From an optimization exercise on the open Yosys and OpenROAD flow, aimed at small area, a short achievable clock period and few clock cycles per item; shortcuts taken in it are not production practice. RTL that was checked went through simulation tests only; none was proved equivalent to the original. For run 5, only the layout was checked, not whether the RTL still works. Power is estimated from default activity; no workload was simulated.

==> flow/design.v <==
`timescale 1ns/1ns
module deinterlacer_v2 (
	clock,
	reset,
	dout_data,
	dout_ready,
	dout_valid,
	dout_startofpacket,
	dout_endofpacket,
	din_data,
	din_ready,
	din_valid,
	din_startofpacket,
	din_endofpacket
);
localparam DW = 24;
input  logic          clock;
input  logic          reset;
output logic [DW-1:0] dout_data;
input  logic          dout_ready;
output logic          dout_valid;
output logic          dout_startofpacket;
output logic          dout_endofpacket;
input  logic [DW-1:0] din_data;
output logic          din_ready;
input  logic          din_valid;
input  logic          din_startofpacket;
input  logic          din_endofpacket;
localparam [2:0] S_C0 = 3'd0, S_C1 = 3'd1, S_C2 = 3'd2, S_C3 = 3'd3,
                 S_HDR = 3'd4, S_PIX = 3'd5;
logic [2:0] ss;                     
localparam [2:0] O_IDLE = 3'd0, O_B1 = 3'd1, O_B2 = 3'd2, O_B3 = 3'd3,
                 O_VHDR = 3'd4, O_PIX = 3'd5;
logic [2:0] so;                     
logic [4:0]  wm1;                   
logic        wsel;                  
logic        oact;                  
logic        ahead;                 
logic        wfull;                 
logic        copy1;                 
logic        lastline;              
logic [4:0]  wp, op;                
logic [4:0]  k;                     
logic [DW-1:0]    r0;
logic [16*DW-1:0] s16;
logic [8*DW-1:0]  s8;               
logic [4*DW-1:0]  s4;
logic [2*DW-1:0]  s2;               
logic [DW-1:0]    s1;
wire  [DW-1:0] o16_n = ~(wm1[4] ? s16[16*DW-1 -: DW] : r0);
wire  [DW-1:0] o8    = ~(wm1[3] ? s8[8*DW-1 -: DW]   : o16_n);
wire  [DW-1:0] o4_n  = ~(wm1[2] ? s4[4*DW-1 -: DW]   : o8);
wire  [DW-1:0] o2    = ~(wm1[1] ? s2[2*DW-1 -: DW]   : o4_n);
wire  [DW-1:0] tap_n = ~(wm1[0] ? s1                 : o2);
always_ff @(posedge clock) begin : loop
	r0  <= wsel ? din_data : ~tap_n;
	s16 <= {s16[15*DW-1:0], r0};
	s8  <= {s8[7*DW-1:0], o16_n};
	s4  <= {s4[3*DW-1:0], o8};
	s2  <= {s2[DW-1:0], o4_n};
	s1  <= o2;
end
wire sink_ctl  = (ss == S_C1) || (ss == S_C2) || (ss == S_C3);
wire in_fire   = din_valid && (ss == S_C0 || ss == S_HDR || wsel);
wire write_now = din_valid && wsel;
wire pwrite    = write_now && (ss == S_PIX);
wire cwrite    = write_now && sink_ctl;
wire can_load  = ovalid_n || dout_ready;
wire op_last   = (op == wm1);
wire wp_last   = (wp == wm1);
wire [4:0] k_p1   = k + 5'd1;
wire [4:0] k_inc  = (k == wm1) ? 5'd0 : k_p1;
wire pix_ready = oact && (k == op) && (copy1 || ahead || wfull || wp != op);
wire pix_load  = (so == O_PIX) && pix_ready && can_load;
wire retire    = pix_load && copy1 && op_last;
wire fresh     = pwrite && !oact;                                
wire start     = pwrite && (wp == 5'd0) && (wfull || !oact);     
wire b3_in     = (ss == S_HDR) || (ss == S_PIX);
wire ctl_ready = (so == O_IDLE) ? (ss != S_C0) :
                 (so == O_B1)   ? ((ss != S_C1) && k == 5'd0) :
                 (so == O_B2)   ? (b3_in && k == 5'd2) :
                 (so == O_B3)   ? (k == 5'd0) : 1'b1;
logic [2:0] ss_n, so_n;
always_comb begin
	ss_n = ss;
	if (in_fire)
		case (ss)
			S_C0  : ss_n = S_C1;
			S_C1  : ss_n = S_C2;
			S_C2  : ss_n = S_C3;
			S_C3  : ss_n = S_HDR;
			S_HDR : ss_n = S_PIX;
			default : if (wp_last && din_endofpacket) ss_n = S_C0;
		endcase
	so_n = so;
	case (so)
		O_IDLE, O_B1, O_B2, O_B3, O_VHDR : if (ctl_ready && can_load) so_n = so + 3'd1;
		default : if (retire && lastline && !ahead) so_n = O_IDLE;
	endcase
end
wire oact_n   = (oact && !(retire && !ahead)) || pwrite;
wire ahead_n  = oact && !retire && (ahead || start);
wire wfull_n  = pwrite ? wp_last : (wfull && !(retire && !ahead));
wire [4:0] wp_n = pwrite ? (wp_last ? 5'd0 : wp + 5'd1) : wp;
wire [4:0] op_n = pix_load ? (op_last ? 5'd0 : op + 5'd1) : op;
wire copy1_n    = (pix_load && op_last) ? ~copy1 : copy1;
wire [4:0] k_n  = (fresh || (cwrite && ss == S_C1)) ? 5'd0 : k_inc;
wire lastline_n = (pwrite && wp_last) ? din_endofpacket : (lastline && !(retire && !ahead));
wire wp_zero   = (wp == 5'd0);
wire mid_w     = !wp_last && !ahead && (!(wp_zero && wfull) || op[4:1] != 4'd0);
wire k2_wp     = (k_p1 + 5'd1 == wp) || (k == wm1 && wp == 5'd1);
wire mid_nw    = !wfull && !wp_zero && k2_wp && !ahead;
wire early_n   = wfull && copy1 && op != 5'd0 && k_p1 == wm1 && wm1 != 5'd0 && !lastline && !ahead;
wire src_pix_n = (so == O_VHDR) ||
                 (so == O_B3 && ctl_ready && can_load) ||
                 (so == O_PIX && !(lastline && copy1 && op_last && k == op && !ahead));
wire spix_v    = (ss == S_HDR) || (ss == S_PIX && !(wsel && wp_last && din_endofpacket));
wire spix_nv   = (ss == S_PIX);
wire wsel_v    = spix_v && src_pix_n && (wsel ? (mid_w || early_n) : (mid_nw || early_n || !oact));
wire wsel_nv   = spix_nv && src_pix_n && (mid_nw || early_n || !oact);
wire src_ctl_n = (so == O_B1) || (so == O_B2) || (so == O_B3) ||
                 (so == O_IDLE && ss != S_C0 && can_load);
wire [2:0] ss_v  = (ss == S_C0)  ? S_C1 :
                   (ss == S_HDR) ? S_PIX :
                   (ss == S_PIX) ? ((wsel && wp_last && din_endofpacket) ? S_C0 : S_PIX) :
                   wsel ? ss + 3'd1 : ss;
wire [4:0] k_cv  = (wsel && ss == S_C1) ? 5'd0 : k_inc;
wire csel_v    = src_ctl_n && ((ss_v == S_C1) || (ss_v == S_C2 && k_cv == 5'd0) ||
                               (ss_v == S_C3 && k_cv == 5'd1));
wire csel_nv   = src_ctl_n && ((ss == S_C1) || (ss == S_C2 && k_inc == 5'd0) ||
                               (ss == S_C3 && k_inc == 5'd1));
wire wsel_n    = din_valid ? (wsel_v || csel_v) : (wsel_nv || csel_nv);
wire drdy_v    = (ss_v == S_C0) || (ss_v == S_HDR) || wsel_v || csel_v;
wire drdy_nv   = (ss == S_C0) || (ss == S_HDR) || wsel_nv || csel_nv;
wire drdy_n    = din_valid ? drdy_v : drdy_nv;
always_ff @(posedge clock or posedge reset) begin : states
	if (reset) begin
		ss        <= S_C0;
		so        <= O_IDLE;
		wsel      <= 0;
		oact      <= 0;
		ahead     <= 0;
		wfull     <= 0;
		copy1     <= 0;
		lastline  <= 0;
		wp        <= 0;
		op        <= 0;
		k         <= 0;
	end else begin
		ss        <= ss_n;
		so        <= so_n;
		wsel      <= wsel_n;
		oact      <= oact_n;
		ahead     <= ahead_n;
		wfull     <= wfull_n;
		copy1     <= copy1_n;
		lastline  <= lastline_n;
		wp        <= wp_n;
		op        <= op_n;
		k         <= k_n;
	end
end
always_ff @(posedge clock) begin : ready_port
	din_ready <= drdy_n;
end
wire [DW-1:0] cb2 = s16[2*DW-1 -: DW];
wire [DW-1:0] cb1 = s16[3*DW-1 -: DW];
always_ff @(posedge clock) begin : loop_length
	if (so == O_IDLE && ctl_ready && can_load)
		wm1 <= 5'd2;
	else if (so == O_B3 && ctl_ready && can_load)
		wm1 <= {cb1[16], cb2[3:0]} - 5'd1;
end
logic ovalid_n;
wire  oload  = (so == O_PIX) ? pix_load : (ctl_ready && can_load);
wire  valid_n = oload || (!ovalid_n && !dout_ready);
always_ff @(posedge clock or posedge reset) begin : source_ctl
	if (reset) begin
		dout_valid <= 0;
		ovalid_n   <= 1;
	end else begin
		dout_valid <= valid_n;
		ovalid_n   <= !valid_n;
	end
end
logic [DW-1:0] odata;
logic          osop, oeop;
always_comb begin
	case (so)
		O_IDLE : begin
			odata = 24'h00_00_0F;
			osop  = 1;
			oeop  = 0;
		end
		O_B1 : begin
			odata = {4'h0, r0[19:16], 4'h0, r0[11:8], 4'h0, r0[3:0]};
			osop  = 0;
			oeop  = 0;
		end
		O_B2 : begin
			odata = {4'h0, s16[18:16], r0[3], 4'h0, s16[10:8], s16[19], 4'h0, s16[3:0]};
			osop  = 0;
			oeop  = 0;
		end
		O_B3 : begin
			odata = {4'h0, 4'h2, 4'h0, s16[10:8], 1'b0, 4'h0, s16[2:0], s16[11]};
			osop  = 0;
			oeop  = 1;
		end
		O_VHDR : begin
			odata = 24'h00_00_00;
			osop  = 1;
			oeop  = 0;
		end
		default : begin
			odata = r0;
			osop  = 0;
			oeop  = copy1 && op_last && lastline && !ahead;
		end
	endcase
end
always_ff @(posedge clock) begin : source_data
	if (can_load) begin
		dout_data          <= odata;
		dout_startofpacket <= osop;
		dout_endofpacket   <= oeop;
	end
end
endmodule
==> flow/flow/run.sh <==
#!/bin/bash
set -euo pipefail
export SETUP_SLACK_MARGIN=5.25
export BUFFER_PORTS_ARGS="-buffer_cell sky130_fd_sc_hd__buf_2"
export CTS_ARGS="-sink_clustering_enable -repair_clock_nets -dont_use_dummy_load -sink_clustering_size 20 -sink_clustering_max_diameter 60 -sink_buffer_max_cap_derate 0.2 -buf_list {sky130_fd_sc_hd__clkbuf_8 sky130_fd_sc_hd__clkbuf_16}"
R=orfs/results/sky130hd/deinterlacer_v2/base
bash standard.sh synth > synth.log 2>&1
python3 flow/downsize.py "$FLOW_HOME/platforms/sky130hd/lib/sky130_fd_sc_hd__tt_025C_1v80.lib" "$R/1_2_yosys.v" > downsize.log 2>&1
rm -f "$R/1_synth.odb" "$R/1_synth.sdc"
bash standard.sh > standard.log 2>&1
==> flow/flow/downsize.py <==
#!/usr/bin/env python3
"""Swap every combinational cell of the synthesized netlist for the smallest
drive strength of the same cell (same function and pins); the layout's
repair steps then size up what timing needs. Flip-flops are left alone."""
import re, sys
lib, net = sys.argv[1], sys.argv[2]
area = {}
cur = None
for line in open(lib):
    m = re.match(r'\s*cell\s*\(\s*"?(sky130_fd_sc_hd__\w+?)"?\s*\)', line)
    if m:
        cur = m.group(1)
        continue
    m = re.match(r'\s*area\s*:\s*([0-9.]+)', line)
    if m and cur:
        area[cur] = float(m.group(1))
        cur = None
dont = set(sys.argv[3].split()) if len(sys.argv) > 3 else set()
best = {}
for c, a in area.items():
    m = re.match(r'(sky130_fd_sc_hd__\w+)_(\d+)$', c)
    if not m or c in dont:
        continue
    base = m.group(1)
    if base not in best or a < area[best[base]]:
        best[base] = c
seq = re.compile(r'sky130_fd_sc_hd__(df|edf|sdf|dl|clk|conb|tap|fill|decap|lpflow|probe)')
text = open(net).read()
swaps = {}
def sub(m):
    c = m.group(0)
    mm = re.match(r'(sky130_fd_sc_hd__\w+)_(\d+)$', c)
    if not mm or seq.match(c):
        return c
    b = best.get(mm.group(1))
    if b and b != c and area[b] < area[c]:
        swaps[c] = swaps.get(c, 0) + 1
        return b
    return c
text = re.sub(r'\bsky130_fd_sc_hd__\w+\b', sub, text)
open(net, 'w').write(text)
for c, n in sorted(swaps.items()):
    print(c, '->', sub(re.match(r'.*', c)) if False else best[re.match(r'(sky130_fd_sc_hd__\w+)_(\d+)$', c).group(1)], n)
==> flow/standard.sh <==
#!/bin/bash
# synth_recipe.tcl (not shown) runs the flow's synth.tcl, then flattens the netlist and writes it again
# the make line also repeats each setting of config.mk as NAME=value (left out here)
make -C /OpenROAD-flow-scripts/flow DESIGN_CONFIG=/design/flow/config.mk WORK_HOME=/design/flow/orfs CLKGATE_MAP_FILE= SYNTH_SCRIPT=/design/flow/synth_recipe.tcl "${@:-finish}"
==> flow/config.mk <==
export PLATFORM = sky130hd
export DESIGN_NAME = deinterlacer_v2
export DESIGN_NICKNAME = deinterlacer_v2
export VERILOG_FILES = /design/flow/design.v
export SDC_FILE = /design/flow/constraint.sdc
export NUM_CORES = 4
export LEC_CHECK = 0
export ABC_CLOCK_PERIOD_IN_PS = 2500
export CAP_MARGIN = 20
export CORE_MARGIN = 2
export CORE_UTILIZATION = 70
export SLEW_MARGIN = 20
==> flow/constraint.sdc <==
create_clock -name core_clock -period 8.0 [get_ports {clock}]
set_input_delay 1.6000 -clock core_clock [delete_from_list [all_inputs] [get_ports {clock}]]
set_output_delay 1.6000 -clock core_clock [all_outputs]
set_load 0.01 [all_outputs]
==> results of run 1 <==
[state kept, by name, summed over array words and instances, names as in the netlist, 24 cells and up]
name and count:
s16 384, s2 48, s4 96, dout_data 24, r0 24, s8 192, s1 24
[cells in the mapped netlist, types with 7 or more instances]
master | n | area share (%)
ha_1 | 22 | 1.3
inv_1 | 22 | 0.40
dfxtp_1 | 774 | 75
a21oi_1 | 17 | 0.41
nand3_1 | 15 | 0.36
xnor2_1 | 17 | 0.72
xor2_1 | 20 | 0.84
dfrtp_1 | 28 | 3.4
buf_2 | 11 | 0.27
mux2i_1 | 123 | 5.9
nor3_1 | 19 | 0.46
and2_1 | 15 | 0.45
nand2_1 | 55 | 1.0
a22o_1 | 7 | 0.30
edfxtp_1 | 26 | 3.8
o21ai_0 | 49 | 1.2
nor2_1 | 37 | 0.67
clkbuf_1 | 27 | 0.49
[per-layer routing]
metal,vias up,global-route usage [%]
met2,154,33.2
met5,-,0
met4,0,5.27
met1,4457,31.4
met3,50,3.27
li1,4612,-
[stage by stage]
| stage | hold slack, ns | power (mW) | instance area (um2) | instances |
|---|---|---|---|---|
| 6_report | 0.262 | 10.3 | 22200 | 1829 |
| 5_1_grt | 0.251 | 10.8 | 22200 | 1829 |
| 4_1_cts | 0.262 | 10.3 | 22100 | 1818 |
| 3_5_place_dp | 0.312 | 8.67 | 21400 | 1768 |
| 3_3_place_gp | 0.310 | 8.53 | 21400 | 1768 |
| 2_1_floorplan | 0.310 | 7.92 | 20700 | 1365 |
[cell type report]
type / count / share of cell area (%)
Inverter: 22 / 0.389
Multi-Input combinational cell: 470 / 15.8
Sequential cell: 829 / 76.7
Timing Repair inverter: 1 / 0.0226
Tap cell: 384 / 2.17
Clock buffer: 48 / 2.98
Timing Repair Buffer: 75 / 1.94
[power by group]
group / internal, mW / switching, mW
clock: 0.543 / 1.10
sequential: 6.32 / 0.714
combinational: 0.662 / 0.950
total: 7.52 / 2.76
[repair_timing]
item | 4_1_cts | 5_1_grt
endpoints found under the setup margin | 30 | 37
hold endpoints to repair | 0 | 0
pin swaps | 0 | 1
gates resized for setup | 5 | 9
setup buffers | 1 | 11
cloned | 1 | 0
[path summary, 6_finish.rpt]
path | from | end | slack [ns] | cells past startpoint
min in group asynchronous | reset | ss[2] | 1.10 | 2
hold reg to reg | s16[119] | s16[143] | 0.26 | 0
max in group asynchronous | reset | k[0] | 6.46 | 2
setup / recovery | dout_data[19] | dout_data[19] | 5.14 | 1
setup reg to reg | k[0] | din_ready | 5.33 | 9
hold / removal | s16[119] | s16[143] | 0.26 | 0
[kinds of logic after synthesis]
family                     Yosys count  synth area share, %
AOI/OAI and AO/OA                  114                 3.71
xor gates and xnor gates            38                 1.68
adders and majority gates           22                 1.33
buffers and inverters               66                 1.32
DFF                                829                 82.0
muxes                              125                 6.05
and+or+nand+nor                    171                 3.92
[cells in the final DEF, fill, tap and decap left out, types with 3 or more instances in the layout]
master,instances
o21ai_0,46
buf_2,56
dfrtp_2,3
ha_1,21
or3_1,5
nor4_1,4
edfxtp_1,26
xor2_1,19
nand3_1,15
or2_2,3
and2_1,15
a221o_1,5
and3_1,3
a21oi_1,16
o21ai_1,4
nor3_1,18
inv_1,20
nor2_2,3
dfxtp_1,769
a21o_1,3
dfrtp_1,25
nand2_1,54
clkbuf_8,48
nor2_1,33
mux2i_1,123
nand4_1,3
xnor2_1,17
a22o_1,7
buf_4,18
dfxtp_2,4
nor2b_1,4
==> flow_metrics.py, run 1 <==
metrics = {
    "drt": {
        "wl_um": 32000,
        "highest-signal-layer": "met4",
        "viasPerCell": 5.07,
        "postRouteAntennaNets": 0,
        "drt-met1-wl_um": 15900,
        "dr.pass1.iters": 7,
        "met2_length_um": 14400,
        "route.detailed.drc": 0,
        "num_vias": 9273,
        "wl_met3_um": 1210,
        "wl_per_cell_um": 17.5,
        "initialDrtViolationCount": 625,
    },
    "finish": {
        "drive_gt1_share_pct": 10.9,
        "synthToLayoutAreaGrowth_pct": 7.34,
        "seq_area_um2": 17000,
        "final_core_util_pct": 76.9,
        "num-fill-cells": 1715,
        "antennaDiodeCount": 0,
        "multi_input_area_um2": 3500,
        "nets": 1499,
    },
    "pwr": {
        "p_per_area_nw_per_um2": 464,
        "leakage_nw": 9.29,
        "ir_drop_mv": 0.385,
    },
    "placement": {
        "dp_slack_ns": 4.15,
        "hpwl_um": 19300,
        "port_buffers": 56,
        "gp_congestion": 0.863,
    },
    "timing": {
        "final-hold-violation-count": 0,
        "rsz0062_at_grt": "true",
        "setup_violations": 0,
        "final.min_clock_period_ns": 2.86,
        "worst_slew_pin_slew_ns": 0.826,
        "final.setup.tns_ns": 0,
        "relSlewSlack_pct": 44.7,
        "finalMaxSlewViolations": 0,
        "max_freq_ghz": 0.350,
        "clock_skew_ns": 0.0673,
        "layout_setup_ws_ns": 5.14,
        "period_share_pct": 35.7,
    },
    "critical_path": {
        "cp_max_fo": 1,
        "cp-end-kind": "primary output",
        "crit_arrival_ns": 1.26,
        "setup.worst_path.start_class": "flip-flop",
        "max_stage_delay_ns": 0.48,
        "crit_type": "flip-flop to primary output",
        "path_buf_inv": 1,
        "crit_required_ns": 6.40,
        "path_delay_family": "flip-flops",
        "slowest_stage": "edfxtp_1",
        "crit_chain": "buf_2",
    },
    "grt": {
        "antenna_found_initial": 0,
        "grt_pass1_vias": 9366,
        "grt_max_degree": 36,
        "grt_overflow": 0,
        "grt_first_pass_wirelength_um": 50700,
        "grt_usage_pct": 21.2,
    },
    "clocking": {
        "numCtsBuffers": 48,
        "clock-sinks": 829,
        "cts_root_buf": "clkbuf_8",
        "htree_levels": 2,
        "cts_tree": "built",
        "clockBufferDepth": 3,
        "clk_latency_ns": 0.60,
        "cts.clk_slew.worst_paths_ns": 0.11,
        "hold_buffers": 0,
    },
    "floorplan": {
        "ios": 58,
        "start_util_pct": 71.6,
        "die-area_um2": 30900,
        "fp.dieW_um": 176,
        "die_h_um": 176,
        "rows": 62,
        "core_area_um2": 28900,
    },
    "logic_synthesis": {
        "synth_fp_nets": 1417,
        "yosys_warnings": 1,
        "avgSynthCellArea_um2": 15.1,
        "synth-seq-cells": 829,
        "synth_cells": 1365,
        "synth-async-reset-ratio_pct": 3.50,
        "synth_area_um2": 20700,
        "seq_area_frac_synth_pct": 82.0,
        "ys.flop_type": "dfxtp_1",
        "synth_edf_count": 26,
        "yosys_area_um2": 20700,
        "netlist-cell-type-count": 61,
    },
    "run": {
        "drv_cap": 0,
    },
    "hold_path": {
        "hp-class": "flip-flop to flip-flop",
    },
    "outcome": {
        "status": "no timing/DRC/antenna violations",
    },
}
Testbench counts, summed over its fixed seeds: cycles 15,322, frames 64.
==> run 2: changes to the inputs <==
--- a/flow/config.mk
+++ b/flow/config.mk
@@ -10,3 +10,4 @@
 export CORE_MARGIN = 2
-export CORE_UTILIZATION = 70
+export CORE_UTILIZATION = 60
+export PLACE_DENSITY = 0.8
 export SLEW_MARGIN = 20
==> run 2 against run 1 <==
Effect of this change: still clean; critical endpoint is now dout_data[11]; synthesized area unchanged; critical path type unchanged; power is 0.13% lower; largest cell class unchanged; register-to-register slack better by 0.02 ns; sequential share of layout area decreased by 0.091 points; worst setup slack improved by 0.013 ns; first-iteration DRC count down 20%.
==> flow_metrics.py, run 2 <==
metrics = {
    "finish": {
        "num-fill-cells": 2324,
        "nets": 1490,
        "multi_input_area_um2": 3490,
        "regMostFlops": "s16",
        "largest_reg_flops": 384,
        "synthToLayoutAreaGrowth_pct": 7.49,
        "final_common_cell": "dfxtp_1",
        "stdcell_count": 1885,
        "reg_top3": "s16 (384), s8 (192), s4 (96)",
        "drive_gt1_share_pct": 10.4,
        "final_area_um2": 22200,
        "layout_common_cells": "dfxtp_1, mux2i_1, buf_2",
        "seq_area_um2": 17000,
    },
    "logic_synthesis": {
        "yosysTopAreaCell": "dfxtp_1",
        "yosysTopAreaCellShare_pct": 74.7,
        "synth_fp_nets": 1417,
        "synth_cells": 1365,
        "yosysMostFrequentCell": "dfxtp_1",
        "synth_common_cells": "dfxtp_1, mux2i_1, nand2_1",
        "yosys_warnings": 1,
        "ys_top_cells_by_area": "dfxtp_1, mux2i_1, edfxtp_1",
        "synth_edf_count": 26,
        "synth-async-reset-ratio_pct": 3.50,
        "synth_area_um2": 20700,
        "seq_area_frac_synth_pct": 82.0,
        "netlist-cell-type-count": 61,
        "synth-seq-cells": 829,
        "avgSynthCellArea_um2": 15.1,
        "yosys_area_um2": 20700,
        "ys.flop_type": "dfxtp_1",
    },
    "critical_path": {
        "crit_required_ns": 6.40,
        "crit_chain": "buf_2",
        "slowest_stage": "edfxtp_1",
        "crit_type": "flip-flop to primary output",
        "path_delay_family": "flip-flops",
        "path_buf_inv": 1,
        "setup.worst_path.start_class": "flip-flop",
        "crit_arrival_ns": 1.24,
        "cp-end-kind": "primary output",
        "max_stage_delay_ns": 0.46,
        "cp_max_fo": 1,
    },
    "grt": {
        "grt_overflow": 0,
        "antenna_found_initial": 0,
        "grt_pass1_vias": 9726,
        "grt_usage_pct": 18.1,
        "grt_max_degree": 35,
        "grt_first_pass_wirelength_um": 50700,
    },
    "drt": {
        "wl_met3_um": 1410,
        "dr.pass1.iters": 5,
        "wl_um": 31800,
        "route.detailed.drc": 0,
        "num_vias": 9420,
        "wl_per_cell_um": 16.9,
        "highest-signal-layer": "met4",
        "drt-met1-wl_um": 15600,
        "viasPerCell": 5.00,
        "postRouteAntennaNets": 0,
        "met2_length_um": 14000,
        "initialDrtViolationCount": 500,
    },
    "timing": {
        "worst_slew_pin_slew_ns": 0.641,
        "rsz0062_at_grt": "true",
        "finalMaxSlewViolations": 0,
        "period_share_pct": 35.5,
        "max_freq_ghz": 0.352,
        "final-hold-violation-count": 0,
        "setup_violations": 0,
        "relSlewSlack_pct": 57.3,
        "final.min_clock_period_ns": 2.84,
        "layout_setup_ws_ns": 5.16,
        "clock_skew_ns": 0.0671,
        "final.setup.tns_ns": 0,
    },
    "floorplan": {
        "core_area_um2": 33700,
        "ios": 58,
        "die-area_um2": 35900,
        "start_util_pct": 61.3,
        "rows": 67,
        "fp.dieW_um": 190,
        "die_h_um": 190,
    },
    "placement": {
        "placedCellCount": 1833,
        "placed_cell_area_um2": 21500,
        "gp_congestion": 0.871,
        "port_buffers": 56,
        "dp_slack_ns": 4.17,
        "hpwl_um": 19400,
    },
    "outcome": {
        "status": "no timing/DRC/antenna violations",
    },
    "clocking": {
        "hold_buffers": 0,
        "clk_latency_ns": 0.63,
        "cts_tree": "built",
        "numCtsBuffers": 49,
        "htree_levels": 2,
        "clock-sinks": 829,
        "clockBufferDepth": 3,
        "cts_root_buf": "clkbuf_8",
        "cts.clk_slew.worst_paths_ns": 0.11,
    },
    "run": {
        "drv_cap": 0,
    },
    "pwr": {
        "p_per_area_nw_per_um2": 463,
        "leakage_nw": 9.25,
        "ir_drop_mv": 0.268,
    },
    "hold_path": {
        "hp-class": "flip-flop to flip-flop",
    },
}
## run 2: worst reg2reg max path, delay by kind of cell, from the launching register on
kind / cells / cell delay, ns
AO/OA/AOI/OAI: 4 / 0.92
adder cells (fa/ha/maj): 1 / 0.41
buffers and inverters: 1 / 0.10
flip-flops: 1 / 0.49
AND/OR/NAND/NOR: 3 / 0.61
## run 2: cell type report
cell class / instances / share of cell area, %
Sequential cell: 829 / 76.6
Multi-Input combinational cell: 470 / 15.7
Clock buffer: 49 / 3.04
Tap cell: 448 / 2.52
Timing Repair Buffer: 65 / 1.66
Inverter: 22 / 0.389
Timing Repair inverter: 1 / 0.0338
Antenna cell: 1 / 0.0113
## run 2: kinds of logic (layout without fill, tap and decap cells)
| kind of cell | count (synthesis) | count (layout) | share of synthesized area (%) |
|---|---|---|---|
| flops | 829 | 829 | 82.0 |
| simple gates | 171 | 171 | 3.92 |
| mux | 125 | 125 | 6.05 |
| compound gates | 114 | 114 | 3.71 |
| buf+inv | 66 | 137 | 1.32 |
| xor+xnor | 38 | 38 | 1.68 |
| fa+ha+maj | 22 | 22 | 1.33 |
| other cells | 0 | 1 | 0 |
## run 2: worst paths after layout
| check | start | endpoint | slack (ns) | cells past startpoint |
|---|---|---|---|---|
| worst max-delay path | dout_data[11] | dout_data[11] | 5.16 | 1 |
| worst min-delay path | s8[26] | s8[50] | 0.29 | 0 |
| worst max register to register | k[0] | din_ready | 5.35 | 9 |
| max in group asynchronous | reset | oact | 6.57 | 3 |
| worst min register to register | s8[26] | s8[50] | 0.29 | 0 |
| min in group asynchronous | reset | so[1] | 1.08 | 3 |
## run 2: through the flow
stage / total power, mW / hold WS, ns / utilization [%]
global route: 10.8 / 0.283 / 65.9
floorplan: 7.92 / 0.310 / -
finish: 10.3 / 0.287 / 65.9
CTS: 10.3 / 0.287 / 65.7
detailed placement: 8.66 / 0.312 / 63.7
global placement: 8.50 / 0.310 / 63.7
## run 2: timing repair
item                       in CTS  in global routing
cloned                          1                  0
pin swaps                       0                  1
gates resized for setup         7                 14
setup endpoints to repair      50                 56
setup buffers                   1                  0
## run 2: power by group
group	total [mW]	internal [mW]	switching [mW]
clock	1.66	0.554	1.11
combinational	1.56	0.648	0.914
sequential	7.05	6.32	0.732
total	10.3	7.52	2.75
## run 2: metal layers
metal,track usage (%),vias up
met5,0,-
met4,6.26,0
met3,3.19,73
met2,27.9,212
met1,26.0,4537
li1,-,4598
==> run 3: changes to the inputs <==
--- a/flow/design.v
+++ b/flow/design.v
@@ -104,3 +104,3 @@
 wire [4:0] wp_n = pwrite ? (wp_last ? 5'd0 : wp + 5'd1) : wp;
-wire [4:0] op_n = pix_load ? (op_last ? 5'd0 : op + 5'd1) : op;
+wire [4:0] op_n = pix_load ? k_inc : op;
 wire copy1_n    = (pix_load && op_last) ? ~copy1 : copy1;
==> run 3 against run 2 <==
Effect of this change: critical endpoint is now dout_data[17]; clock skew is 0.014 ns lower; highest routed layer unchanged; still clean; die area is 0.12% higher; core utilization is 0.20 points higher; sequential share of layout area is 0.22 points lower; hold slack worse by 0.0066 ns.
==> flow_metrics.py, run 3 <==
metrics = {
    "finish": {
        "layout_common_cells": "dfxtp_1, mux2i_1, nand2_1, buf_2, clkbuf_8",
        "nets": 1494,
        "synthToLayoutAreaGrowth_pct": 7.70,
        "final_area_um2": 22300,
        "num-fill-cells": 2367,
        "final_common_cell": "dfxtp_1",
        "drive_gt1_share_pct": 10.5,
        "largest_reg_flops": 384,
        "antennaDiodeCount": 0,
        "regMostFlops": "s16",
        "reg_top3": "s16 (384), s8 (192), s4 (96)",
    },
    "critical_path": {
        "cp-end-kind": "primary output",
        "max_stage_delay_ns": 0.47,
        "crit_cells": 1,
        "crit_chain": "buf_2",
        "crit_required_ns": 6.40,
        "path_delay_family": "flip-flops",
        "path_buf_inv": 1,
        "cp_max_fo": 1,
        "slowest_stage": "edfxtp_1",
        "rrSetupSlack_ns": 5.40,
        "crit_arrival_ns": 1.24,
        "r2r_cells": 8,
        "crit_type": "flip-flop to primary output",
        "setup.worst_path.start_class": "flip-flop",
    },
    "logic_synthesis": {
        "synth_edf_count": 26,
        "yosysTopAreaCell": "dfxtp_1",
        "synth-seq-cells": 829,
        "yosysTopAreaCellShare_pct": 74.6,
        "synth_cells": 1370,
        "synth_common_cells": "dfxtp_1, mux2i_1, nand2_1",
        "yosys_warnings": 1,
        "ys_top_cells_by_area": "dfxtp_1, mux2i_1, edfxtp_1",
        "yosysMostFrequentCell": "dfxtp_1",
        "synth-async-reset-ratio_pct": 3.50,
        "netlist-cell-type-count": 60,
        "ys.flop_type": "dfxtp_1",
        "synth_area_um2": 20700,
        "avgSynthCellArea_um2": 15.1,
        "synth_fp_nets": 1420,
        "yosys_area_um2": 20800,
        "seq_area_frac_synth_pct": 81.9,
    },
    "clocking": {
        "cts.clk_slew.worst_paths_ns": 0.11,
        "numCtsBuffers": 48,
        "cts_root_buf": "clkbuf_8",
        "clock-sinks": 829,
        "cts_tree": "built",
        "clk_latency_ns": 0.62,
        "hold_buffers": 0,
        "htree_levels": 2,
        "clockBufferDepth": 3,
    },
    "pwr": {
        "ir_drop_mv": 0.254,
        "pwr-share-seq_pct": 67.9,
        "p_comb_share_pct": 16.5,
        "p_int_mw": 7.61,
        "leakage_nw": 9.25,
        "p_sw_mw": 2.88,
        "p_sw_share_pct": 27.5,
        "p_clk_share_pct": 15.6,
        "p_per_area_nw_per_um2": 471,
    },
    "timing": {
        "layout_setup_ws_ns": 5.16,
        "period_share_pct": 35.6,
        "hold_slack_ns": 0.280,
        "relSlewSlack_pct": 46.3,
        "clock_skew_ns": 0.0528,
        "worst_slew_pin_slew_ns": 0.801,
        "final-hold-violation-count": 0,
        "max_freq_ghz": 0.352,
        "rsz0062_at_grt": "true",
        "setup_violations": 0,
        "final.setup.tns_ns": 0,
        "final.min_clock_period_ns": 2.84,
        "finalMaxSlewViolations": 0,
    },
    "hold_path": {
        "hold_depth": 0,
        "hp-class": "flip-flop to flip-flop",
    },
    "placement": {
        "port_buffers": 56,
        "hpwl_um": 19800,
        "gp_congestion": 0.865,
        "placed_cell_area_um2": 21500,
        "dp_slack_ns": 4.08,
    },
    "drt": {
        "wl_um": 32200,
        "route.detailed.drc": 0,
        "wl_per_cell_um": 17.0,
        "postRouteAntennaNets": 0,
        "dr.pass1.iters": 10,
        "num_vias": 9532,
        "viasPerCell": 5.04,
        "initialDrtViolationCount": 770,
    },
    "run": {
        "drv_cap": 0,
    },
    "floorplan": {
        "die_h_um": 190,
        "rows": 67,
        "ios": 58,
        "fp.dieW_um": 190,
        "core_area_um2": 33700,
        "start_util_pct": 61.4,
        "die-area_um2": 36000,
    },
    "grt": {
        "grt_usage_pct": 18.2,
        "grt_pass1_vias": 9583,
        "grt_overflow": 0,
        "antenna_found_initial": 0,
        "grt_max_degree": 41,
        "grt_first_pass_wirelength_um": 50900,
    },
    "outcome": {
        "status": "no timing/DRC/antenna violations",
    },
}
run 3: cell types whose count changed in the layout (fill, tap and decap cells not counted), moves of 4 or more:
cell,previous run,this run
buf_4,5,10
xnor2_1,17,22
o21ai_1,4,0
or3_1,5,1
o31ai_1,2,7
a221o_1,5,0
run 3: cell families after synthesis:
family	Yosys count	synth area share, %
adders and majority gates	20	1.21
buffers and inverters	66	1.32
DFF	829	81.9
AOI/OAI and AO/OA	119	3.87
xor gates and xnor gates	41	1.73
and+or+nand+nor	170	3.94
muxes	125	6.04
run 3: worst paths after layout:
check / startpoint / end
setup / recovery: dout_data[17] / dout_data[17]
hold / removal: s16[314] / s16[338]
setup reg to reg: so[2] / din_ready
hold reg to reg: s16[314] / s16[338]
max in group asynchronous: reset / k[1]
min in group asynchronous: reset / ss[0]
run 3: per-stage QoR:
step,utilization (%),total power [mW],std cells
2_1_floorplan,-,8.09,1370
3_3_place_gp,63.7,8.70,1836
3_5_place_dp,63.7,8.89,1836
4_1_cts,65.8,10.5,1886
5_1_grt,66.1,11.1,1890
6_report,66.1,10.5,1890
run 3: timing repair:
action / in CTS / in global routing
cloned: 1 / 0
setup endpoints to repair: 39 / 39
buffers inserted: 1 / 4
endpoints found under the hold margin: 0 / 0
pin swaps: 0 / 1
gates resized for setup: 9 / 17
run 3: cell type report:
type / count / area (um2) / area share (%)
flip-flops and latches: 829 / 17000 / 76.4
multi-input cells: 475 / 3540 / 15.9
clock buffers: 48 / 661 / 2.97
well taps: 448 / 561 / 2.52
repair buffers: 69 / 408 / 1.83
inverters: 20 / 78.8 / 0.354
repair inverters: 1 / 5.00 / 0.0225
run 3: power groups by stage:
stage	registers [mW]	logic [mW]	clock network, mW
6_report	7.13	1.73	1.64
5_1_grt	7.34	1.91	1.83
3_3_place_gp	7.12	1.58	0
4_1_cts	7.17	1.68	1.69
3_5_place_dp	7.23	1.66	0
2_1_floorplan	6.83	1.27	0
run 3: per-layer routing:
| metal | share of wire [%] | track usage (%) | vias to the layer above |
|---|---|---|---|
| met5 | 0 | 0 | - |
| met4 | 3.0 | 6.44 | 0 |
| met3 | 5.5 | 2.95 | 73 |
| met2 | 44 | 27.8 | 258 |
| met1 | 48 | 26.4 | 4575 |
| li1 | - | - | 4626 |
Testbench counts of run 3, summed over its fixed seeds: cycles 15,322, frames 64.
==> run 4: changes to the inputs <==
--- a/flow/design.v
+++ b/flow/design.v
@@ -104,3 +104,3 @@
 wire [4:0] wp_n = pwrite ? (wp_last ? 5'd0 : wp + 5'd1) : wp;
-wire [4:0] op_n = pix_load ? k_inc : op;
+wire [4:0] op_n = pix_load ? (op_last ? 5'd0 : op + 5'd1) : op;
 wire copy1_n    = (pix_load && op_last) ? ~copy1 : copy1;
--- a/flow/config.mk
+++ b/flow/config.mk
@@ -10,4 +10,3 @@
 export CORE_MARGIN = 2
-export CORE_UTILIZATION = 60
-export PLACE_DENSITY = 0.8
+export CORE_UTILIZATION = 50
 export SLEW_MARGIN = 20
==> run 4 against run 3 <==
Effect of this change: sequential share of layout area fell by 0.23 points; sequential power fell by 3%; fmax fell by 1.2%; register-to-register slack got worse by 0.02 ns; global-route usage fell by 3.1 points; synthesized area fell by 0.11%; critical endpoint is now dout_data[19]; largest power group unchanged.
==> flow_metrics.py, run 4 <==
metrics = {
    "hold_path": {
        "hp-class": "flip-flop to flip-flop",
        "min-delay-start": "s16[186]",
    },
    "clocking": {
        "cts_root_buf": "clkbuf_8",
        "numCtsBuffers": 49,
        "clock-sinks": 829,
        "cts.clk_slew.worst_paths_ns": 0.12,
        "htree_levels": 2,
        "clk_latency_ns": 0.65,
        "hold_buffers": 0,
        "cts_tree": "built",
        "clockBufferDepth": 3,
    },
    "timing": {
        "max_freq_ghz": 0.348,
        "setup_violations": 0,
        "clock_skew_ns": 0.0595,
        "final-hold-violation-count": 0,
        "final.setup.tns_ns": 0,
        "hold_slack_ns": 0.273,
        "rsz0062_at_grt": "true",
        "relSlewSlack_pct": 52.8,
        "final.min_clock_period_ns": 2.88,
        "worst_slew_pin_slew_ns": 0.708,
        "layout_setup_ws_ns": 5.12,
        "finalMaxSlewViolations": 0,
        "period_share_pct": 36.0,
    },
    "logic_synthesis": {
        "synth-seq-cells": 829,
        "yosysTopAreaCell": "dfxtp_1",
        "synth_edf_count": 26,
        "avgSynthCellArea_um2": 15.1,
        "yosysMostFrequentCell": "dfxtp_1",
        "netlist-cell-type-count": 61,
        "synth_adder_area_share_pct": 1.33,
        "synth_fp_nets": 1417,
        "synth_top_family_by_area": "multiplexers",
        "synth_compound_area_share_pct": 3.71,
        "seq_area_frac_synth_pct": 82.0,
        "ys.flop_type": "dfxtp_1",
        "synth_area_um2": 20700,
        "synth_cells": 1365,
        "synthXorXnorAreaFrac_pct": 1.68,
        "synthSimpleGateAreaFrac_pct": 3.92,
        "ys_top_cells_by_area": "dfxtp_1, mux2i_1, edfxtp_1",
        "synth-async-reset-ratio_pct": 3.50,
        "yosysTopAreaCellShare_pct": 74.7,
        "yosys_warnings": 1,
        "yosys_area_um2": 20700,
        "synth.area.mux_share_pct": 6.05,
        "synth_common_cells": "dfxtp_1, mux2i_1, nand2_1",
    },
    "critical_path": {
        "path_delay_family": "flip-flops",
        "slowest_stage": "edfxtp_1",
        "cp-end-kind": "primary output",
        "crit_chain": "buf_2",
        "reg2reg_from": "k[0]",
        "reg2reg_to": "din_ready",
        "max_stage_delay_ns": 0.48,
        "setup.worst_path.start_class": "flip-flop",
        "critPathLaunch": "dout_data[19]",
        "rrSetupSlack_ns": 5.38,
        "crit_arrival_ns": 1.28,
        "crit_type": "flip-flop to primary output",
        "cp_max_fo": 1,
        "crit_required_ns": 6.40,
        "crit_path_end": "dout_data[19]",
        "crit_cells": 1,
        "path_buf_inv": 1,
        "r2r_cells": 9,
    },
    "drt": {
        "postRouteAntennaNets": 0,
        "dr.pass1.iters": 5,
        "wl_um": 31400,
        "route.detailed.drc": 0,
        "initialDrtViolationCount": 595,
        "num_vias": 9215,
        "wl_per_cell_um": 15.9,
        "viasPerCell": 4.67,
    },
    "outcome": {
        "status": "no timing/DRC/antenna violations",
    },
    "pwr": {
        "p_clk_share_pct": 16.3,
        "p_sw_share_pct": 26.4,
        "p_per_area_nw_per_um2": 458,
        "ir_drop_mv": 0.166,
        "p_sw_mw": 2.71,
        "p_int_mw": 7.53,
        "p_comb_share_pct": 15.8,
        "finalPower_mw": 10.2,
        "leakage_nw": 9.27,
        "pwr-share-seq_pct": 67.9,
    },
    "floorplan": {
        "rows": 74,
        "die-area_um2": 43000,
        "ios": 58,
        "die_h_um": 207,
        "fp.dieW_um": 207,
        "core_area_um2": 40800,
        "start_util_pct": 50.6,
    },
    "placement": {
        "gp_congestion": 0.816,
        "hpwl_um": 18500,
        "placed_cell_area_um2": 21600,
        "dp_slack_ns": 4.16,
        "port_buffers": 56,
        "placedCellCount": 1917,
    },
    "grt": {
        "antenna_found_initial": 1,
        "grt_usage_pct": 15.0,
        "grt_first_pass_wirelength_um": 50900,
        "grt_pass1_vias": 9253,
        "grt_max_degree": 61,
        "grt_overflow": 0,
    },
    "finish": {
        "regMostFlops": "s16",
        "final_common_cell": "dfxtp_1",
        "largest_reg_flops": 384,
        "nets": 1494,
        "drive_gt1_share_pct": 10.6,
        "synthToLayoutAreaGrowth_pct": 8.10,
        "reg_top3": "s16 (384), s8 (192), s4 (96)",
        "stdcell_count": 1973,
        "final_area_um2": 22300,
        "final_core_util_pct": 54.7,
        "layout_common_cells": "dfxtp_1, mux2i_1, buf_2",
    },
    "run": {
        "drv_cap": 0,
    },
}
run 4: how the worst min path moves through the flow:
| stage | to | slack, ns | cells after the start |
|---|---|---|---|
| 6_report | s16[210] | 0.27 | 0 |
| 5_1_grt | s16[210] | 0.28 | 0 |
| 4_1_cts | s16[142] | 0.28 | 0 |
| 3_5_place_dp | s16[372] | 0.31 | 0 |
| 2_1_floorplan | s16[100] | 0.31 | 0 |
| 3_3_place_gp | s16[315] | 0.31 | 0 |
run 4: power by group through the flow:
stage          Clock [mW]  Sequential (mW)  Combinational (mW)
3_3_place_gp            0             7.01                1.56
5_1_grt              1.89             7.18                1.81
4_1_cts              1.76             7.00                1.60
6_report             1.67             6.95                1.61
2_1_floorplan           0             6.79                1.13
3_5_place_dp            0             7.06                1.58
run 4: final cells by class:
cell class              count  area, um2
multi-input cells         470       3490
fillers                  3326      18500
diodes                      1       2.50
clock buffers              49        674
well taps                 532        666
repair buffers             69        392
inverters                  22       86.3
repair inverters            1       7.51
flip-flops and latches    829      17000
run 4: what timing repair did:
item,4_1_cts,5_1_grt
buffers inserted,1,4
gates cloned,1,0
setup endpoints to repair,51,61
resized for setup,7,9
run 4: kinds of logic after synthesis:
family / count (synthesis)
AOI/OAI and AO/OA: 114
xor gates and xnor gates: 38
adders and majority gates: 22
buffers and inverters: 66
DFF: 829
muxes: 125
and+or+nand+nor: 171
run 4: layer usage:
layer | wire, um | vias up | GRT usage, %
met2 | 13200 | 146 | 22.1
met1 | 16200 | 4410 | 22.2
met3 | 1160 | 57 | 2.68
met5 | 0 | - | 0
met4 | 859 | 0 | 5.62
li1 | - | 4602 | -
Testbench counts of run 4, summed over its fixed seeds: cycles 15,322, frames 64.
==> run 5: changes to the inputs <==
--- a/flow/design.v
+++ b/flow/design.v
@@ -221,4 +221,8 @@
 end
-always_ff @(posedge clock) begin : source_data
-	if (can_load) begin
+always_ff @(posedge clock or posedge reset) begin : source_data
+	if (reset) begin
+		dout_data          <= 0;
+		dout_startofpacket <= 0;
+		dout_endofpacket   <= 0;
+	end else if (can_load) begin
 		dout_data          <= odata;
==> run 5 against run 4 <==
Effect of this change: highest routed layer is now met5; non-clock buffer count rose by 18; critical path type unchanged; worst setup slack better by 0.0070 ns; synthesized area grew 0.40%.
==> flow_metrics.py, run 5 <==
metrics = {
    "logic_synthesis": {
        "yosysMostFrequentCell": "dfxtp_1",
        "synth_area_um2": 20700,
        "synth-seq-cells": 829,
        "seq_area_frac_synth_pct": 81.1,
        "yosys_warnings": 1,
        "ys_top_cells_by_area": "dfxtp_1, dfrtp_1, mux2i_1",
        "netlist-cell-type-count": 58,
        "synth_fp_nets": 1470,
        "synth_cells": 1418,
        "yosys_area_um2": 20800,
        "synth_edf_count": 0,
        "synth-async-reset-ratio_pct": 6.63,
        "yosysTopAreaCellShare_pct": 74.5,
        "avgSynthCellArea_um2": 14.6,
        "yosysTopAreaCell": "dfxtp_1",
        "synth_common_cells": "dfxtp_1, mux2i_1, nand2_1",
        "ys.flop_type": "dfxtp_1",
    },
    "clocking": {
        "clockBufferDepth": 3,
        "numCtsBuffers": 49,
        "cts.clk_slew.worst_paths_ns": 0.11,
        "hold_buffers": 0,
        "clock-sinks": 829,
        "clk_latency_ns": 0.65,
        "htree_levels": 2,
        "cts_root_buf": "clkbuf_8",
        "cts_tree": "built",
    },
    "outcome": {
        "status": "no timing/DRC/antenna violations",
    },
    "finish": {
        "final_common_cell": "dfxtp_1",
        "multi_input_area_um2": 3700,
        "regMostFlops": "s16",
        "layout_common_cells": "dfxtp_1, mux2i_1, nand2_1",
        "nets": 1560,
        "synthToLayoutAreaGrowth_pct": 8.87,
        "seq_area_um2": 16900,
        "num-fill-cells": 3420,
        "antennaDiodeCount": 0,
        "reg_top3": "s16 (384), s8 (192), s4 (96)",
        "final_core_util_pct": 55.2,
        "largest_reg_flops": 384,
        "drive_gt1_share_pct": 10.7,
    },
    "critical_path": {
        "max_stage_delay_ns": 0.45,
        "crit_arrival_ns": 1.27,
        "path_delay_family": "flip-flops",
        "slowest_stage": "dfrtp_1",
        "path_buf_inv": 1,
        "setup.worst_path.start_class": "flip-flop",
        "cp_max_fo": 2,
        "reg2reg_from": "so[0]",
        "critPathLaunch": "dout_data[11]",
        "crit_type": "flip-flop to primary output",
        "crit_chain": "buf_2",
        "crit_required_ns": 6.40,
        "cp-end-kind": "primary output",
    },
    "hold_path": {
        "hp-class": "flip-flop to flip-flop",
        "min-delay-start": "s8[95]",
    },
    "timing": {
        "setup_violations": 0,
        "final.setup.tns_ns": 0,
        "worst_slew_pin_slew_ns": 0.872,
        "period_share_pct": 35.9,
        "max_freq_ghz": 0.348,
        "final-hold-violation-count": 0,
        "final.min_clock_period_ns": 2.87,
        "clock_skew_ns": 0.0709,
        "finalMaxSlewViolations": 0,
        "relSlewSlack_pct": 41.8,
        "rsz0062_at_grt": "true",
    },
    "floorplan": {
        "ios": 58,
        "rows": 74,
        "die-area_um2": 43100,
        "core_area_um2": 40900,
        "fp.dieW_um": 208,
        "start_util_pct": 50.7,
        "die_h_um": 208,
    },
    "placement": {
        "hpwl_um": 19700,
        "gp_congestion": 0.810,
        "port_buffers": 56,
    },
    "drt": {
        "wl_um": 33100,
        "viasPerCell": 4.68,
        "num_vias": 9543,
        "route.detailed.drc": 0,
        "postRouteAntennaNets": 0,
        "dr.pass1.iters": 4,
        "initialDrtViolationCount": 494,
        "wl_per_cell_um": 16.2,
    },
    "pwr": {
        "ir_drop_mv": 0.226,
        "p_per_area_nw_per_um2": 457,
        "leakage_nw": 9.47,
    },
    "grt": {
        "grt_first_pass_wirelength_um": 52600,
        "antenna_found_initial": 1,
        "grt_max_degree": 56,
        "grt_overflow": 0,
        "grt_pass1_vias": 9512,
        "grt_usage_pct": 15.6,
    },
    "run": {
        "drv_cap": 0,
    },
}
run 5: changes by cell type after synthesis, moves of 7 or more:
| cell | before | now |
|---|---|---|
| nand2_1 | 55 | 86 |
| dfrtp_1 | 28 | 54 |
| edfxtp_1 | 26 | 0 |
| a221oi_1 | 1 | 12 |
| nor2_1 | 37 | 48 |
| and2_1 | 15 | 6 |
| nor3_1 | 19 | 12 |
run 5: layout make-up:
class                   instances  area share, %
well taps                     532           2.95
repair buffers                 87           2.50
flip-flops and latches        829           74.8
multi-input cells             518           16.4
inverters                      23          0.399
clock buffers                  49           2.99
run 5: cell families after synthesis:
kind of cell | count (synthesis) | share of synthesized area (%)
fa+ha+maj | 22 | 1.32
mux | 124 | 5.97
buf+inv | 72 | 1.49
compound gates | 124 | 3.74
flops | 829 | 81.1
xor+xnor | 41 | 1.80
simple gates | 206 | 4.56
run 5: what timing repair did:
| item | CTS | global route |
|---|---|---|
| buffers inserted | 11 | 11 |
| gates resized for setup | 16 | 14 |
| pin swaps | 3 | 0 |
| hold endpoints to repair | 0 | 0 |
| endpoints found under the setup margin | 44 | 48 |
| gates cloned | 1 | 0 |
run 5: report_power, final:
part	internal, mW	switching, mW	total (mW)
Sequential	6.24	0.730	6.97
Clock	0.553	1.11	1.67
Combinational	0.728	0.972	1.70
run 5: routing by layer:
layer	wire, um	share of wire [%]	global-route usage [%]	vias to the layer above
li1	-	-	-	4779
met1	16600	50	22.6	4557
met2	14100	43	23.4	141
met3	1550	4.7	3.48	64
met4	821	2.5	5.04	2
met5	13	0.039	0	-
run 5: worst paths after layout:
check                           endpoint  slack, ns  cells past startpoint
setup / recovery           dout_data[11]       5.13                      1
hold / removal                   s8[119]       0.28                      0
setup reg to reg               din_ready       5.24                      9
hold reg to reg                  s8[119]       0.28                      0
max in group asynchronous           k[0]       6.13                      3
min in group asynchronous  dout_data[13]       1.18                      3
run 5: through the flow:
stage | instances | instance area (um2) | hold slack, ns | setup WS (ns) | total power [mW]
after floorplan | 1418 | 20800 | 0.310 | 5.09 | 7.91
after global placement | 1966 | 21600 | 0.310 | 4.08 | 8.56
after detailed placement | 1966 | 21600 | 0.312 | 4.09 | 8.64
after CTS | 2027 | 22400 | 0.267 | 5.07 | 10.4
after global routing | 2038 | 22600 | 0.275 | 5.05 | 11.0
final | 2038 | 22600 | 0.281 | 5.13 | 10.3
==> run 6: changes to the inputs <==
--- a/flow/design.v
+++ b/flow/design.v
@@ -104,3 +104,3 @@
 wire [4:0] wp_n = pwrite ? (wp_last ? 5'd0 : wp + 5'd1) : wp;
-wire [4:0] op_n = pix_load ? (op_last ? 5'd0 : op + 5'd1) : op;
+wire [4:0] op_n = pix_load ? k_inc : op;
 wire copy1_n    = (pix_load && op_last) ? ~copy1 : copy1;
@@ -221,8 +221,4 @@
 end
-always_ff @(posedge clock or posedge reset) begin : source_data
-	if (reset) begin
-		dout_data          <= 0;
-		dout_startofpacket <= 0;
-		dout_endofpacket   <= 0;
-	end else if (can_load) begin
+always_ff @(posedge clock) begin : source_data
+	if (can_load) begin
 		dout_data          <= odata;
--- a/flow/flow/run.sh
+++ b/flow/flow/run.sh
@@ -4,3 +4,3 @@
 export BUFFER_PORTS_ARGS="-buffer_cell sky130_fd_sc_hd__buf_2"
-export CTS_ARGS="-sink_clustering_enable -repair_clock_nets -dont_use_dummy_load -sink_clustering_size 20 -sink_clustering_max_diameter 60 -sink_buffer_max_cap_derate 0.2 -buf_list {sky130_fd_sc_hd__clkbuf_8 sky130_fd_sc_hd__clkbuf_16}"
+export CTS_ARGS="-sink_clustering_enable -repair_clock_nets -dont_use_dummy_load -sink_clustering_size 20 -sink_clustering_max_diameter 60 -sink_buffer_max_cap_derate 0.2 -buf_list {sky130_fd_sc_hd__clkbuf_8 sky130_fd_sc_hd__clkbuf_16} -root_buf sky130_fd_sc_hd__clkbuf_16 -tree_buf sky130_fd_sc_hd__clkbuf_16 -sink_clustering_buffer sky130_fd_sc_hd__clkbuf_8"
 R=orfs/results/sky130hd/deinterlacer_v2/base
--- a/flow/config.mk
+++ b/flow/config.mk
@@ -10,3 +10,4 @@
 export CORE_MARGIN = 2
-export CORE_UTILIZATION = 50
+export CORE_UTILIZATION = 60
+export PLACE_DENSITY = 0.8
 export SLEW_MARGIN = 20
==> run 6 against run 5 <==
Effect of this change: critical endpoint is now dout_startofpacket; largest power group unchanged; global-route usage increased by 2.7 points; synthesized area shrank 0.28%; highest routed layer is now met4; wire length down 2.5%; largest cell class unchanged; still clean.
==> flow_metrics.py, run 6 <==
metrics = {
    "logic_synthesis": {
        "synth_area_um2": 20700,
        "synth-async-reset-ratio_pct": 3.50,
        "yosysTopAreaCellShare_pct": 74.6,
        "seq_area_frac_synth_pct": 81.9,
        "netlist-cell-type-count": 60,
        "synth_common_cells": "dfxtp_1, mux2i_1, nand2_1",
        "synth-seq-cells": 829,
        "ys.flop_type": "dfxtp_1",
        "synth_cells": 1370,
        "yosys_warnings": 1,
        "synth_fp_nets": 1420,
        "ys_top_cells_by_area": "dfxtp_1, mux2i_1, edfxtp_1",
        "synth_edf_count": 26,
        "yosysMostFrequentCell": "dfxtp_1",
        "avgSynthCellArea_um2": 15.1,
        "yosysTopAreaCell": "dfxtp_1",
        "yosys_area_um2": 20800,
    },
    "grt": {
        "grt_usage_pct": 18.3,
        "busiest_layer": "met2",
        "grt_max_degree": 41,
        "met2_usage_pct": 28.2,
        "use_met3_pct": 3.01,
        "antenna_found_initial": 0,
        "grt.met1_usage_pct": 26.5,
        "grt_pass1_vias": 9607,
        "grt_first_pass_wirelength_um": 51200,
        "grt_overflow": 0,
    },
    "outcome": {
        "status": "no timing/DRC/antenna violations",
    },
    "run": {
        "drv_cap": 0,
    },
    "timing": {
        "final.min_clock_period_ns": 2.78,
        "final.setup.tns_ns": 0,
        "finalMaxSlewViolations": 0,
        "relSlewSlack_pct": 44.6,
        "layout_setup_ws_ns": 5.22,
        "period_share_pct": 34.7,
        "hold_slack_ns": 0.280,
        "rsz0062_at_grt": "true",
        "clock_skew_ns": 0.0501,
        "worst_slew_pin_slew_ns": 0.827,
        "max_freq_ghz": 0.360,
        "final-hold-violation-count": 0,
        "setup_violations": 0,
    },
    "clocking": {
        "cts.clk_slew.worst_paths_ns": 0.11,
        "clockBufferDepth": 3,
        "hold_buffers": 0,
        "numCtsBuffers": 48,
        "clock-sinks": 829,
        "cts_root_buf": "clkbuf_16",
        "clk_latency_ns": 0.55,
        "htree_levels": 2,
        "cts_tree": "built",
    },
    "hold_path": {
        "min-delay-start": "s16[314]",
        "hp-class": "flip-flop to flip-flop",
        "min_to": "s16[338]",
        "hold_depth": 0,
    },
    "finish": {
        "final_core_util_pct": 66.2,
        "final_area_um2": 22300,
        "nets": 1493,
        "largest_reg_flops": 384,
        "synthToLayoutAreaGrowth_pct": 7.87,
        "reg_top3": "s16 (384), s8 (192), s4 (96)",
        "num-fill-cells": 2347,
        "stdcell_count": 1889,
        "regMostFlops": "s16",
        "drive_gt1_share_pct": 10.1,
        "antennaDiodeCount": 0,
        "layout_common_cells": "dfxtp_1, mux2i_1, nand2_1",
        "final_common_cell": "dfxtp_1",
    },
    "drt": {
        "wl_um": 32300,
        "num_vias": 9530,
        "dr.pass1.iters": 5,
        "viasPerCell": 5.04,
        "route.detailed.drc": 0,
        "wl_per_cell_um": 17.1,
        "postRouteAntennaNets": 0,
        "initialDrtViolationCount": 721,
    },
    "critical_path": {
        "path_delay_family": "flip-flops",
        "setup.worst_path.start_class": "flip-flop",
        "crit_arrival_ns": 1.18,
        "r2r_cells": 9,
        "cp-end-kind": "primary output",
        "cp_max_fo": 1,
        "crit_required_ns": 6.40,
        "reg2reg_to": "dout_data[0]",
        "slowest_stage": "edfxtp_1",
        "crit_type": "flip-flop to primary output",
        "max_stage_delay_ns": 0.47,
        "path_buf_inv": 1,
        "crit_chain": "buf_6",
        "rrSetupSlack_ns": 5.33,
        "reg2reg_from": "so[0]",
    },
    "floorplan": {
        "ios": 58,
        "die_h_um": 190,
        "die-area_um2": 36000,
        "rows": 67,
        "core_area_um2": 33700,
        "start_util_pct": 61.4,
        "fp.dieW_um": 190,
    },
    "pwr": {
        "p_per_area_nw_per_um2": 473,
        "leakage_nw": 9.27,
        "ir_drop_mv": 0.254,
        "finalPower_mw": 10.6,
    },
    "placement": {
        "gp_congestion": 0.865,
        "hpwl_um": 19800,
        "port_buffers": 56,
        "dp_slack_ns": 4.08,
        "placedCellCount": 1836,
        "placed_cell_area_um2": 21500,
    },
}
## run 6: changes by cell type in the layout (fill, tap and decap cells not counted), sizes merged, moves of 4 or more
| cell | delta |
|---|---|
| a21o | +4 |
| a221oi | -11 |
| a22o | +6 |
| a311oi | +4 |
| and2 | +7 |
| buf | -19 |
| dfrtp | -26 |
| edfxtp | +26 |
| nand2 | -31 |
| nand4 | -4 |
| nor2 | -12 |
| nor3 | +6 |
| o21ai | -12 |
| o31ai | +6 |
## run 6: cell families after synthesis
logic type                 count (synthesis)  synth area share (%)
DFF                                      829                  81.9
and+or+nand+nor                          170                  3.94
muxes                                    125                  6.04
AOI/OAI and AO/OA                        119                  3.87
buffers and inverters                     66                  1.32
xor gates and xnor gates                  41                  1.73
adders and majority gates                 20                  1.21
## run 6: worst max path at each step
stage,start,end,slack [ns],cells after the start
after global placement,dout_ready,din_ready,4.15,9
after floorplan,dout_ready,din_ready,4.84,8
after CTS,dout_startofpacket,dout_startofpacket,5.21,1
after global routing,k[1],din_ready,5.13,8
final,dout_startofpacket,dout_startofpacket,5.22,1
after detailed placement,dout_ready,din_ready,4.08,9
## run 6: layout make-up
class	count	area [um2]	share of cell area, %
Sequential cell	829	17000	76.3
Multi-Input combinational cell	475	3530	15.8
Timing Repair inverter	1	5.00	0.0224
Timing Repair Buffer	68	400	1.79
Clock buffer	48	717	3.21
Inverter	20	78.8	0.353
Tap cell	448	561	2.51
## run 6: repair_timing
action	CTS	global route
setup endpoints to repair	27	31
gates cloned	1	0
hold endpoints to repair	0	0
buffers inserted	1	3
gates resized for setup	8	13
pin swaps	0	0
## run 6: per-layer routing
metal / wire, um / part of all wire (%)
met1: 15600 / 48
met2: 14300 / 44
met3: 1480 / 4.6
met4: 877 / 2.7
met5: 0 / 0
## run 6: power breakdown
part           internal, mW  total [mW]  switching, mW
Sequential             6.34        7.13          0.790
Clock                 0.603        1.70           1.10
Combinational         0.718        1.72           1.01
Total                  7.66        10.6           2.89
Testbench counts of run 6, summed over its fixed seeds: cycles 15,322, frames 64.
==> run 7: changes to the inputs <==
==> flow/flow/run.sh (replaced) <==
#!/bin/bash
# Standard layout with these changes in how it is made:
#  - the synthesized netlist's combinational cells start at their smallest
#    drive strength (repair sizes up what timing needs);
#  - plain buffers on the ports;
#  - flip-flops that drive output ports are placed at their port buffers;
#  - no CTS dummy loads, larger clock sink clusters;
set -euo pipefail
export SETUP_SLACK_MARGIN=5.25
export BUFFER_PORTS_ARGS="-buffer_cell sky130_fd_sc_hd__buf_2"
export PRE_DETAIL_PLACE_TCL="$PWD/flow/move_oflops.tcl"
export CTS_ARGS="-sink_clustering_enable -repair_clock_nets -dont_use_dummy_load -sink_clustering_size 20 -sink_clustering_max_diameter 60 -sink_buffer_max_cap_derate 0.2 -buf_list {sky130_fd_sc_hd__clkbuf_8 sky130_fd_sc_hd__clkbuf_16}"
R=orfs/results/sky130hd/deinterlacer_v2/base
bash standard.sh synth > synth.log 2>&1
python3 flow/downsize.py "$FLOW_HOME/platforms/sky130hd/lib/sky130_fd_sc_hd__tt_025C_1v80.lib" "$R/1_2_yosys.v" > downsize.log 2>&1
rm -f "$R/1_synth.odb" "$R/1_synth.sdc"
bash standard.sh > standard.log 2>&1
==> flow/flow/move_oflops.tcl (new file) <==
# Before detailed placement: put each flip-flop that drives an output port's
# buffer at that buffer's spot (detailed placement then legalizes both), so
# the flip-flop's output does not cross the die to reach the port.
set block [ord::get_db_block]
set moved 0
foreach bterm [$block getBTerms] {
  if {[$bterm getIoType] != "OUTPUT"} { continue }
  set net [$bterm getNet]
  if {$net == "NULL"} { continue }
  foreach bit [$net getITerms] {
    if {![$bit isOutputSignal]} { continue }
    set buf [$bit getInst]
    foreach in [$buf getITerms] {
      if {![$in isInputSignal]} { continue }
      set inet [$in getNet]
      if {$inet == "NULL"} { continue }
      foreach d [$inet getITerms] {
        if {![$d isOutputSignal]} { continue }
        set ff [$d getInst]
        if {[[$ff getMaster] isSequential]} {
          lassign [$buf getLocation] x y
          $ff setLocation $x $y
          incr moved
        }
      }
    }
  }
}
puts "move_oflops: moved $moved flip-flops next to their output buffers"
==> run 7 against run 6 <==
Effect of this change: global-route usage rose by 0.28 points; core utilization barely moved; clock power fell by 4%; non-clock buffer count rose by 4; sequential cell count did not move; final area barely moved; sequential power barely moved; still clean on timing, DRC and antenna; fmax fell by 1.3%; critical endpoint is now din_ready.
==> flow_metrics.py, run 7 <==
metrics = {
    "finish": {
        "final_area_um2": 22300,
        "layout_common_cells": "dfxtp_1, mux2i_1, buf_2",
        "reg_top3": "s16 (384), s8 (192), s4 (96)",
        "final_common_cell": "dfxtp_1",
        "multi_input_area_um2": 3550,
        "nets": 1497,
        "num-fill-cells": 2362,
        "seq_area_um2": 17000,
        "largest_reg_flops": 384,
        "drive_gt1_share_pct": 10.6,
        "synthToLayoutAreaGrowth_pct": 7.80,
        "regMostFlops": "s16",
    },
    "logic_synthesis": {
        "yosysTopAreaCellShare_pct": 74.6,
        "yosysTopAreaCell": "dfxtp_1",
        "seq_area_frac_synth_pct": 81.9,
        "synth_common_cells": "dfxtp_1, mux2i_1, nand2_1",
        "synth_edf_count": 26,
        "synth_area_um2": 20700,
        "ys_top_cells_by_area": "dfxtp_1, mux2i_1, edfxtp_1",
        "avgSynthCellArea_um2": 15.1,
        "yosys_warnings": 1,
        "synth-async-reset-ratio_pct": 3.50,
        "synth-seq-cells": 829,
        "synth_cells": 1370,
        "synth_fp_nets": 1420,
        "yosysMostFrequentCell": "dfxtp_1",
        "netlist-cell-type-count": 60,
        "ys.flop_type": "dfxtp_1",
        "yosys_area_um2": 20800,
    },
    "floorplan": {
        "die_h_um": 190,
        "ios": 58,
        "die-area_um2": 36000,
        "start_util_pct": 61.4,
        "core_area_um2": 33700,
        "fp.dieW_um": 190,
        "rows": 67,
    },
    "placement": {
        "port_buffers": 56,
        "hpwl_um": 19700,
        "dp_slack_ns": 3.96,
        "placed_cell_area_um2": 21500,
        "gp_congestion": 0.865,
    },
    "pwr": {
        "ir_drop_mv": 0.257,
        "p_int_mw": 7.61,
        "finalPower_mw": 10.5,
        "p_clk_share_pct": 15.6,
        "p_sw_share_pct": 27.8,
        "pwr-share-seq_pct": 67.3,
        "p_comb_share_pct": 17.1,
        "p_sw_mw": 2.93,
        "p_per_area_nw_per_um2": 473,
        "leakage_nw": 9.26,
    },
    "clocking": {
        "cts_root_buf": "clkbuf_8",
        "cts.clk_slew.worst_paths_ns": 0.11,
        "hold_buffers": 0,
        "clock-sinks": 829,
        "clockBufferDepth": 3,
        "numCtsBuffers": 48,
        "htree_levels": 2,
        "cts_tree": "built",
        "clk_latency_ns": 0.60,
    },
    "critical_path": {
        "cpMostUsedCell": "nor2_4",
        "crit_path_end": "din_ready",
        "crit_required_ns": 8.44,
        "crit_type": "primary input to flip-flop",
        "setup.worst_path.start_class": "primary input",
        "r2r_cells": 9,
        "cp_max_fo": 6,
        "crit_arrival_ns": 3.26,
        "critPathLaunch": "dout_ready",
        "slowest_stage": "a311oi_1",
        "reg2reg_to": "din_ready",
        "cp-end-kind": "flip-flop",
        "reg2reg_from": "k[0]",
        "rrSetupSlack_ns": 5.28,
        "max_stage_delay_ns": 0.35,
        "crit_chain": "buf_2 > nor2_4 > clkinvlp_4 > nand2_4 > a311oi_4 > nor2_4 > o31ai_2 > a311oi_1 > a22oi_2",
    },
    "drt": {
        "postRouteAntennaNets": 0,
        "dr.pass1.iters": 5,
        "num_vias": 9548,
        "wl_um": 32900,
        "wl_per_cell_um": 17.3,
        "viasPerCell": 5.04,
        "route.detailed.drc": 0,
        "initialDrtViolationCount": 739,
    },
    "outcome": {
        "status": "no timing/DRC/antenna violations",
    },
    "timing": {
        "final.min_clock_period_ns": 2.81,
        "max_freq_ghz": 0.355,
        "clock_skew_ns": 0.0574,
        "finalMaxSlewViolations": 0,
        "final.setup.tns_ns": 0,
        "layout_setup_ws_ns": 5.19,
        "period_share_pct": 35.2,
        "rsz0062_at_grt": "true",
        "setup_violations": 0,
        "final-hold-violation-count": 0,
        "worst_slew_pin_slew_ns": 0.676,
        "relSlewSlack_pct": 55.0,
    },
    "grt": {
        "antenna_found_initial": 0,
        "grt_usage_pct": 18.6,
        "grt_overflow": 0,
        "grt_first_pass_wirelength_um": 52300,
        "grt_max_degree": 41,
        "grt_pass1_vias": 9845,
    },
    "hold_path": {
        "hp-class": "flip-flop to flip-flop",
    },
    "run": {
        "drv_cap": 0,
    },
}
run 7: cell counts after synthesis:
No cell type changed its count.
run 7: power groups by stage:
| stage | Combinational (mW) | Sequential, mW | Clock, mW |
|---|---|---|---|
| floorplan | 1.27 | 6.83 | 0 |
| global placement | 1.58 | 7.12 | 0 |
| detailed placement | 1.70 | 7.20 | 0 |
| CTS | 1.74 | 7.14 | 1.69 |
| global route | 1.98 | 7.31 | 1.84 |
| finish | 1.80 | 7.10 | 1.64 |
run 7: critical path, delay by kind of cell:
| family | cells | cell delay (ns) |
|---|---|---|
| AOI/OAI and AO/OA | 4 | 0.72 |
| buffers and inverters | 2 | 0.33 |
| and+or+nand+nor | 3 | 0.60 |
run 7: how the worst min path moves through the flow:
stage | cells past startpoint | slack, ns | from | endpoint
final | 0 | 0.28 | s8[53] | s8[77]
after global routing | 0 | 0.28 | s8[53] | s8[77]
after CTS | 0 | 0.28 | s8[53] | s8[77]
after detailed placement | 0 | 0.31 | s16[197] | s16[221]
after global placement | 0 | 0.31 | s16[298] | s16[322]
after floorplan | 0 | 0.31 | s16[76] | s16[100]
run 7: cells by family after synthesis:
family | count (synthesis) | share of synthesized area, %
buffers and inverters | 66 | 1.32
AOI/OAI and AO/OA | 119 | 3.87
xor gates and xnor gates | 41 | 1.73
adders and majority gates | 20 | 1.21
DFF | 829 | 81.9
muxes | 125 | 6.04
and+or+nand+nor | 170 | 3.94
run 7: per-layer routing:
metal | global-route usage, % | vias to the layer above | wire [um]
met5 | 0 | - | 0
met4 | 6.53 | 0 | 1030
met3 | 2.82 | 76 | 1470
met2 | 28.7 | 231 | 14400
met1 | 27.0 | 4605 | 16000
li1 | - | 4636 | -
run 7: cell type report:
| cell class | count | area share [%] |
|---|---|---|
| clock buffers | 48 | 2.96 |
| flip-flops and latches | 829 | 76.3 |
| repair inverters | 1 | 0.0337 |
| well taps | 448 | 2.51 |
| diodes | 1 | 0.0112 |
| repair buffers | 72 | 1.87 |
| multi-input cells | 475 | 15.9 |
| inverters | 20 | 0.354 |
run 7: stage by stage:
step	instances	hold slack, ns	util, %
after global placement	1836	0.310	63.7
final	1894	0.283	66.2
after CTS	1886	0.281	65.9
after floorplan	1370	0.310	-
after global routing	1893	0.284	66.2
after detailed placement	1836	0.312	63.7
run 7: what timing repair did:
item / CTS / global route
endpoints found under the setup margin: 44 / 52
hold endpoints to repair: 0 / 0
gates resized for setup: 14 / 11
buffers inserted: 1 / 7
cloned: 1 / 0
pin swaps: 0 / 2

Check on run 7: ideal ports give 5.185 ns setup slack; a clkbuf_16 on the clock port and buf_2 on the inputs give 5.207 ns; moving port delays by the midpoint clock arrival (0.619 ns) as well gives 4.588 ns.
